This is an optimization exercise on Yosys and OpenROAD, whose aim is small area, not a production implementation.
Only simulation tests tie the RTL to the original design; equivalence was not proved.
Power figures rest on the tool's default switching activity, not on a simulated workload.

Design PIO, start of the top module:
module PIO #(
  parameter C_DATA_WIDTH = 128,             
  parameter KEEP_WIDTH = C_DATA_WIDTH / 8,               
  parameter TCQ        = 1
)(
  input                         sys_rst,
  input                         user_clk,
  input                         user_reset,
  input                         user_lnk_up,
  output  [1:0]                 pl_directed_link_change,
  output  [1:0]                 pl_directed_link_width,
  output                        pl_directed_link_speed,
  output                        pl_directed_link_auton,
  input                         pl_directed_change_done,
  input                         pl_sel_lnk_rate,
  input [1:0]                   pl_sel_lnk_width,
  input [5:0]                   pl_ltssm_state,
  input                         s_axis_tx_tready,
  output  [C_DATA_WIDTH-1:0]    s_axis_tx_tdata,
  output  [KEEP_WIDTH-1:0]      s_axis_tx_tkeep,
  output                        s_axis_tx_tlast,
  output                        s_axis_tx_tvalid,
  output                        tx_src_dsc,
  ...
Size: ~3,200 cells after synthesis, roughly 830 flip-flops, roughly 430 I/O pins, about 37,000 um2 of cells after synthesis.
export LEC_CHECK = 0
export CAP_MARGIN = 0
export CORE_MARGIN = 2
export CORE_UTILIZATION = 40
export SLEW_MARGIN = 0
create_clock -name core_clock -period 8.0 [get_ports {user_clk}]
standard.sh (not shown) runs the stock make flow with config.mk's settings and CLKGATE_MAP_FILE= SYNTH_SCRIPT=/design/flow/synth_recipe.tcl, a recipe that flattens the netlist after the stock synthesis.
==> flow/flow/run.sh <==
#!/bin/bash
# Standard ORFS layout (the standard.sh, standard synthesis) with two changes:
#  - port buffers use sky130_fd_sc_hd__buf_1 (every port still gets its own buffer);
#  - clock tree: no dummy loads; clkbuf_16 root and trunk, clkbuf_4 leaf buffers
#    driving sink clusters of up to 8 flip-flops within 40 um.
# make's full output goes to flow_make.log; each ORFS step logs under orfs/logs/.
set -euo pipefail
bash standard.sh \
  "BUFFER_PORTS_ARGS=-buffer_cell sky130_fd_sc_hd__buf_1" \
  "CTS_ARGS=-sink_clustering_enable -repair_clock_nets -dont_use_dummy_load -buf_list {sky130_fd_sc_hd__clkbuf_4 sky130_fd_sc_hd__clkbuf_16} -root_buf sky130_fd_sc_hd__clkbuf_16 -tree_buf sky130_fd_sc_hd__clkbuf_16 -sink_clustering_buffer sky130_fd_sc_hd__clkbuf_4 -sink_clustering_size 8 -sink_clustering_max_diameter 40" \
  finish > flow_make.log 2>&1 || { tail -50 flow_make.log; exit 1; }
tail -5 flow_make.log
The first run completed without violations.
==> next run, changes <==
CAP_MARGIN = 20   (was 0)
SLEW_MARGIN = 20   (was 0)
=> The new run went through all stages and came out clean. Non-clock buffer count increases by 1. Die area is unchanged. Clock skew is about the same. Worst hold slack hardly moves.
==> next run, changes <==
==> flow/run.sh (new file) <==
#!/bin/bash
# synth_recipe.tcl (not shown) runs the flow's synth.tcl, then flattens the netlist and writes it again
# the make line also repeats each setting of config.mk as NAME=value (left out here)
make -C /OpenROAD-flow-scripts/flow DESIGN_CONFIG=/design/flow/config.mk WORK_HOME=/design/flow/orfs CLKGATE_MAP_FILE= SYNTH_SCRIPT=/design/flow/synth_recipe.tcl finish
removed: flow/flow/run.sh
removed: flow/standard.sh
What happened: The new run passed the timing, design-rule and antenna checks. First-iteration DRC count came out higher by 3.0%. Die area stays the same. Global-route usage came out higher by 0.34 points. Utilization came out higher by 4.3 points. Worst hold slack is worse by 0.010 ns.
==> next run, changes <==
==> flow/flow/run.sh (new file) <==
#!/bin/bash
# Standard ORFS layout (the standard.sh, standard synthesis) with two changes:
#  - port buffers use sky130_fd_sc_hd__buf_1 (every port still gets its own buffer);
#  - clock tree: no dummy loads; clkbuf_16 root and trunk, clkbuf_4 leaf buffers
#    driving sink clusters of up to 9 flip-flops within 45 um.
# make's full output goes to flow_make.log; each ORFS step logs under orfs/logs/.
set -euo pipefail
bash standard.sh \
  "BUFFER_PORTS_ARGS=-buffer_cell sky130_fd_sc_hd__buf_1" \
  "CTS_ARGS=-sink_clustering_enable -repair_clock_nets -dont_use_dummy_load -buf_list {sky130_fd_sc_hd__clkbuf_4 sky130_fd_sc_hd__clkbuf_16} -root_buf sky130_fd_sc_hd__clkbuf_16 -tree_buf sky130_fd_sc_hd__clkbuf_16 -sink_clustering_buffer sky130_fd_sc_hd__clkbuf_4 -sink_clustering_size 9 -sink_clustering_max_diameter 45" \
  finish > flow_make.log 2>&1 || { tail -50 flow_make.log; exit 1; }
tail -5 flow_make.log
==> flow/standard.sh (new file) <==
#!/bin/bash
# synth_recipe.tcl (not shown) runs the flow's synth.tcl, then flattens the netlist and writes it again
# the make line also repeats each setting of config.mk as NAME=value (left out here)
make -C /OpenROAD-flow-scripts/flow DESIGN_CONFIG=/design/flow/config.mk WORK_HOME=/design/flow/orfs CLKGATE_MAP_FILE= SYNTH_SCRIPT=/design/flow/synth_recipe.tcl "${@:-finish}"
removed: flow/run.sh
Sequential cell count is unchanged. Total power shrinks by 18%. Synthesized cell count is unchanged. Wire length went down by 1.1%. Worst setup slack got worse by 0.044 ns. Non-clock buffer count is unchanged. Design area decreases by 9.0%. First-iteration DRC count is higher by 1.2%.

========
Setup of job 6983:
PIO, a different RTL version from the one above (not shown whole).
Size in the first run: ~830 flip-flops.
clock: 8.0 ns
lec_check: 0
cap_margin: 20
core_margin: 2
core_utilization: 40
slew_margin: 20
==> flow/flow/run.sh <==
#!/bin/bash
# Standard ORFS layout (the standard.sh) with these changes:
#  - synthesis is the standard flow's own script with an area-oriented ABC script
#    (flow/synth.tcl, flow/abc_area.script); the flip-flops are the same;
#  - port buffers use sky130_fd_sc_hd__buf_1 (every port still gets its own buffer);
#  - clock tree: no dummy loads; clkbuf_16 root and trunk, clkbuf_4 leaf buffers
#    driving sink clusters of up to 9 flip-flops within 45 um.
# make's full output goes to flow_make.log; each ORFS step logs under orfs/logs/.
set -euo pipefail
WORK=$(pwd)
bash standard.sh \
  "SYNTH_SCRIPT=$WORK/flow/synth.tcl" \
  "BUFFER_PORTS_ARGS=-buffer_cell sky130_fd_sc_hd__buf_1" \
  "CTS_ARGS=-sink_clustering_enable -repair_clock_nets -dont_use_dummy_load -buf_list {sky130_fd_sc_hd__clkbuf_4 sky130_fd_sc_hd__clkbuf_16} -root_buf sky130_fd_sc_hd__clkbuf_16 -tree_buf sky130_fd_sc_hd__clkbuf_16 -sink_clustering_buffer sky130_fd_sc_hd__clkbuf_4 -sink_clustering_size 9 -sink_clustering_max_diameter 45" \
  finish > flow_make.log 2>&1 || { tail -50 flow_make.log; exit 1; }
tail -5 flow_make.log
==> flow/flow/abc_area.script <==
&get -n
&st
&deepsyn -T 150
&dc2
&dch -f
&nf -R 1000 -p -F 8 -A 4
&put
==> flow/flow/synth.tcl <==
# The standard flow's synthesis script (synth_recipe.tcl, in the folder above this one),
# with one change: ABC maps the combinational logic with an area-oriented
# script (abc_area.script beside this file) instead of ORFS's delay-oriented
# one.  The flip-flops, which dfflibmap maps before ABC runs, are untouched.
set my_abc_script [file join [file dirname [file normalize [info script]]] abc_area.script]
proc abc {args} {
  set i [lsearch -exact $args -script]
  if {$i >= 0} {
    lset args [expr {$i + 1}] $::my_abc_script
  }
  yosys abc {*}$args
}
source [file join [file dirname [file dirname [file normalize [info script]]]] synth_recipe.tcl]
Job 6983 completed every stage of the flow, and the final layout passed the timing, design-rule and antenna checks.
--- input diff job 6983..job 8257 ---
-- flow/flow/run.sh --
<<< job 6983, line 7
#    driving sink clusters of up to 9 flip-flops within 45 um.
>>> job 8257, line 7
#    driving sink clusters of up to 9 flip-flops within 40 um.
<<< job 6983, line 14
  "CTS_ARGS=-sink_clustering_enable -repair_clock_nets -dont_use_dummy_load -buf_list {sky130_fd_sc_hd__clkbuf_4 sky130_fd_sc_hd__clkbuf_16} -root_buf sky130_fd_sc_hd__clkbuf_16 -tree_buf sky130_fd_sc_hd__clkbuf_16 -sink_clustering_buffer sky130_fd_sc_hd__clkbuf_4 -sink_clustering_size 9 -sink_clustering_max_diameter 45" \
>>> job 8257, line 14
  "CTS_ARGS=-sink_clustering_enable -repair_clock_nets -dont_use_dummy_load -buf_list {sky130_fd_sc_hd__clkbuf_4 sky130_fd_sc_hd__clkbuf_16} -root_buf sky130_fd_sc_hd__clkbuf_16 -tree_buf sky130_fd_sc_hd__clkbuf_16 -sink_clustering_buffer sky130_fd_sc_hd__clkbuf_4 -sink_clustering_size 9 -sink_clustering_max_diameter 40" \
==> flow/flow/abc_area.script <==
&get -n
&st
&syn2
&dch
&nf -R 1000 -p
&put
Findings:
Job 6983 went all the way through synthesis, placement and routing and the layout is clean on timing, DRC and antenna.
Job 8257 ended with every stage complete and zero timing, DRC or antenna violations.
In the final reports, the cell area of job 8257 is larger than that of job 6983.
Taking job 6983 as the reference, in job 8257 simple-gate share of the synthesized area higher, count of filler cells inserted in the layout higher, cell count after synthesis higher, clock buffer instance count of the final layout higher.
For job 7871, these inputs were changed with respect to job 8257:
-- flow/flow/run.sh --
<<< job 8257, line 7
#    driving sink clusters of up to 9 flip-flops within 40 um.
>>> job 7871, line 7
#    driving sink clusters of up to 9 flip-flops within 45 um.
<<< job 8257, line 14
  "CTS_ARGS=-sink_clustering_enable -repair_clock_nets -dont_use_dummy_load -buf_list {sky130_fd_sc_hd__clkbuf_4 sky130_fd_sc_hd__clkbuf_16} -root_buf sky130_fd_sc_hd__clkbuf_16 -tree_buf sky130_fd_sc_hd__clkbuf_16 -sink_clustering_buffer sky130_fd_sc_hd__clkbuf_4 -sink_clustering_size 9 -sink_clustering_max_diameter 40" \
>>> job 7871, line 14
  "CTS_ARGS=-sink_clustering_enable -repair_clock_nets -dont_use_dummy_load -buf_list {sky130_fd_sc_hd__clkbuf_4 sky130_fd_sc_hd__clkbuf_16} -root_buf sky130_fd_sc_hd__clkbuf_16 -tree_buf sky130_fd_sc_hd__clkbuf_16 -sink_clustering_buffer sky130_fd_sc_hd__clkbuf_4 -sink_clustering_size 9 -sink_clustering_max_diameter 45" \
==> flow/flow/abc_area.script <==
&get -n
&st
&dc2
&dch -f
&nf -R 1000 -p -F 8 -A 4
&put
--- outcome ---
Job 7871: flow completed, timing, DRC and antenna clean
Job 7871 ended with less wire length of the first global-routing pass than job 8257.
Taking job 8257 as the reference, in job 7871 area of the die lost 400 µm²; fraction of area in registers picked up an extra 0.52 points.

========
Starting RTL as in the previous note.
Settings: LEC_CHECK=0, CAP_MARGIN=20, CORE_MARGIN=2, CORE_UTILIZATION=40, SLEW_MARGIN=20; clock period 8.0 ns.
==> flow/flow/run.sh <==
#!/bin/bash
# Standard ORFS layout (the standard.sh, standard synthesis) with two changes:
#  - port buffers use sky130_fd_sc_hd__buf_1 (every port still gets its own buffer);
#  - clock tree: no dummy loads; clkbuf_16 root and trunk, clkbuf_4 leaf buffers
#    driving sink clusters of up to 9 flip-flops within 40 um.
# make's full output goes to flow_make.log; each ORFS step logs under orfs/logs/.
set -euo pipefail
bash standard.sh \
  "BUFFER_PORTS_ARGS=-buffer_cell sky130_fd_sc_hd__buf_1" \
  "CTS_ARGS=-sink_clustering_enable -repair_clock_nets -dont_use_dummy_load -buf_list {sky130_fd_sc_hd__clkbuf_4 sky130_fd_sc_hd__clkbuf_16} -root_buf sky130_fd_sc_hd__clkbuf_16 -tree_buf sky130_fd_sc_hd__clkbuf_16 -sink_clustering_buffer sky130_fd_sc_hd__clkbuf_4 -sink_clustering_size 9 -sink_clustering_max_diameter 40" \
  finish > flow_make.log 2>&1 || { tail -50 flow_make.log; exit 1; }
tail -5 flow_make.log
The starting point passed the timing, design-rule and antenna checks.
==> next run, changes <==
==> flow/flow/run.sh (replaced) <==
#!/bin/bash
# Standard ORFS layout (the standard.sh) with these changes:
#  - synthesis is the standard flow's own script with an area-oriented ABC script
#    (flow/synth.tcl, flow/abc_area.script); the flip-flops are the same;
#  - port buffers use sky130_fd_sc_hd__buf_1 (every port still gets its own buffer);
#  - clock tree: no dummy loads; clkbuf_16 root and trunk, clkbuf_4 leaf buffers
#    driving sink clusters of up to 9 flip-flops within 45 um.
# make's full output goes to flow_make.log; each ORFS step logs under orfs/logs/.
set -euo pipefail
WORK=$(pwd)
bash standard.sh \
  "SYNTH_SCRIPT=$WORK/flow/synth.tcl" \
  "BUFFER_PORTS_ARGS=-buffer_cell sky130_fd_sc_hd__buf_1" \
  "CTS_ARGS=-sink_clustering_enable -repair_clock_nets -dont_use_dummy_load -buf_list {sky130_fd_sc_hd__clkbuf_4 sky130_fd_sc_hd__clkbuf_16} -root_buf sky130_fd_sc_hd__clkbuf_16 -tree_buf sky130_fd_sc_hd__clkbuf_16 -sink_clustering_buffer sky130_fd_sc_hd__clkbuf_4 -sink_clustering_size 9 -sink_clustering_max_diameter 45" \
  finish > flow_make.log 2>&1 || { tail -50 flow_make.log; exit 1; }
tail -5 flow_make.log
==> flow/flow/abc_area.script (new file) <==
&get -n
&st
&deepsyn -T 60
&dc2
&dch -f
&nf -R 1000 -p -F 8 -A 4
&put
==> flow/flow/synth.tcl (new file) <==
# The standard flow's synthesis script (synth_recipe.tcl, in the folder above this one),
# with one change: ABC maps the combinational logic with an area-oriented
# script (abc_area.script beside this file) instead of ORFS's delay-oriented
# one.  The flip-flops, which dfflibmap maps before ABC runs, are untouched.
set my_abc_script [file join [file dirname [file normalize [info script]]] abc_area.script]
proc abc {args} {
  set i [lsearch -exact $args -script]
  if {$i >= 0} {
    lset args [expr {$i + 1}] $::my_abc_script
  }
  yosys abc {*}$args
}
source [file join [file dirname [file dirname [file normalize [info script]]]] synth_recipe.tcl]
Outcome: Critical path depth increases by 22; utilization increases by 1.0 points; synthesized area decreases by 5.6%; worst hold slack degrades by 26 ps.

## port drivers added, routing unchanged
How much do the figures lean on ideal ports? The routed layouts below were timed once more, with nothing changed but the port constraints. Step 1 sets driving cells, clkbuf_16 on the clock port and buf_2 on the other inputs (assumed; they add their load-dependent delay and slew). Step 2 times the ports against the registers' clock, not the clock port: input delays grow and output delays shrink by t, the midpoint of the rising clock arrivals with the driver on. Three values: no drivers, after step 1, after step 2; two values: the first two.
run	t, ns	slack for setup (ns)	clock arrival spread, ns	slew at the worst register clock pin (ns)	worst data-port slew with drivers (ns)
the first run of note 1	0.685	2.591 / 2.522 / 2.383	0.052 / 0.053	0.10 / 0.10	0.16
the second run of note 1	0.683	2.611 / 2.543 / 2.416	0.053 / 0.053	0.10 / 0.10	0.14
the third run of note 1	0.708	2.588 / 2.520 / 2.473	0.024 / 0.023	0.07 / 0.07	0.12
the fourth run of note 1	0.673	2.544 / 2.475 / 2.396	0.059 / 0.059	0.11 / 0.11	0.15
job 6983	0.668	0.781 / 0.781 / 0.614	0.086 / 0.086	0.11 / 0.11	0.12
job 8257	0.746	1.995 / 1.995 / 1.484	0.055 / 0.055	0.11 / 0.11	0.13
job 7871	0.673	1.905 / 1.905 / 1.643	0.087 / 0.087	0.11 / 0.11	0.16
the first run of note 3	0.673	2.138 / 2.138 / 1.880	0.086 / 0.086	0.11 / 0.11	0.13
the second run of note 3	0.668	0.781 / 0.781 / 0.614	0.086 / 0.086	0.11 / 0.11	0.12
After both steps setup and hold are still met in every run listed. The setup slack of job 8257, which loses most, moves by 0.000 ns with the drivers and by -0.511 ns with both steps.
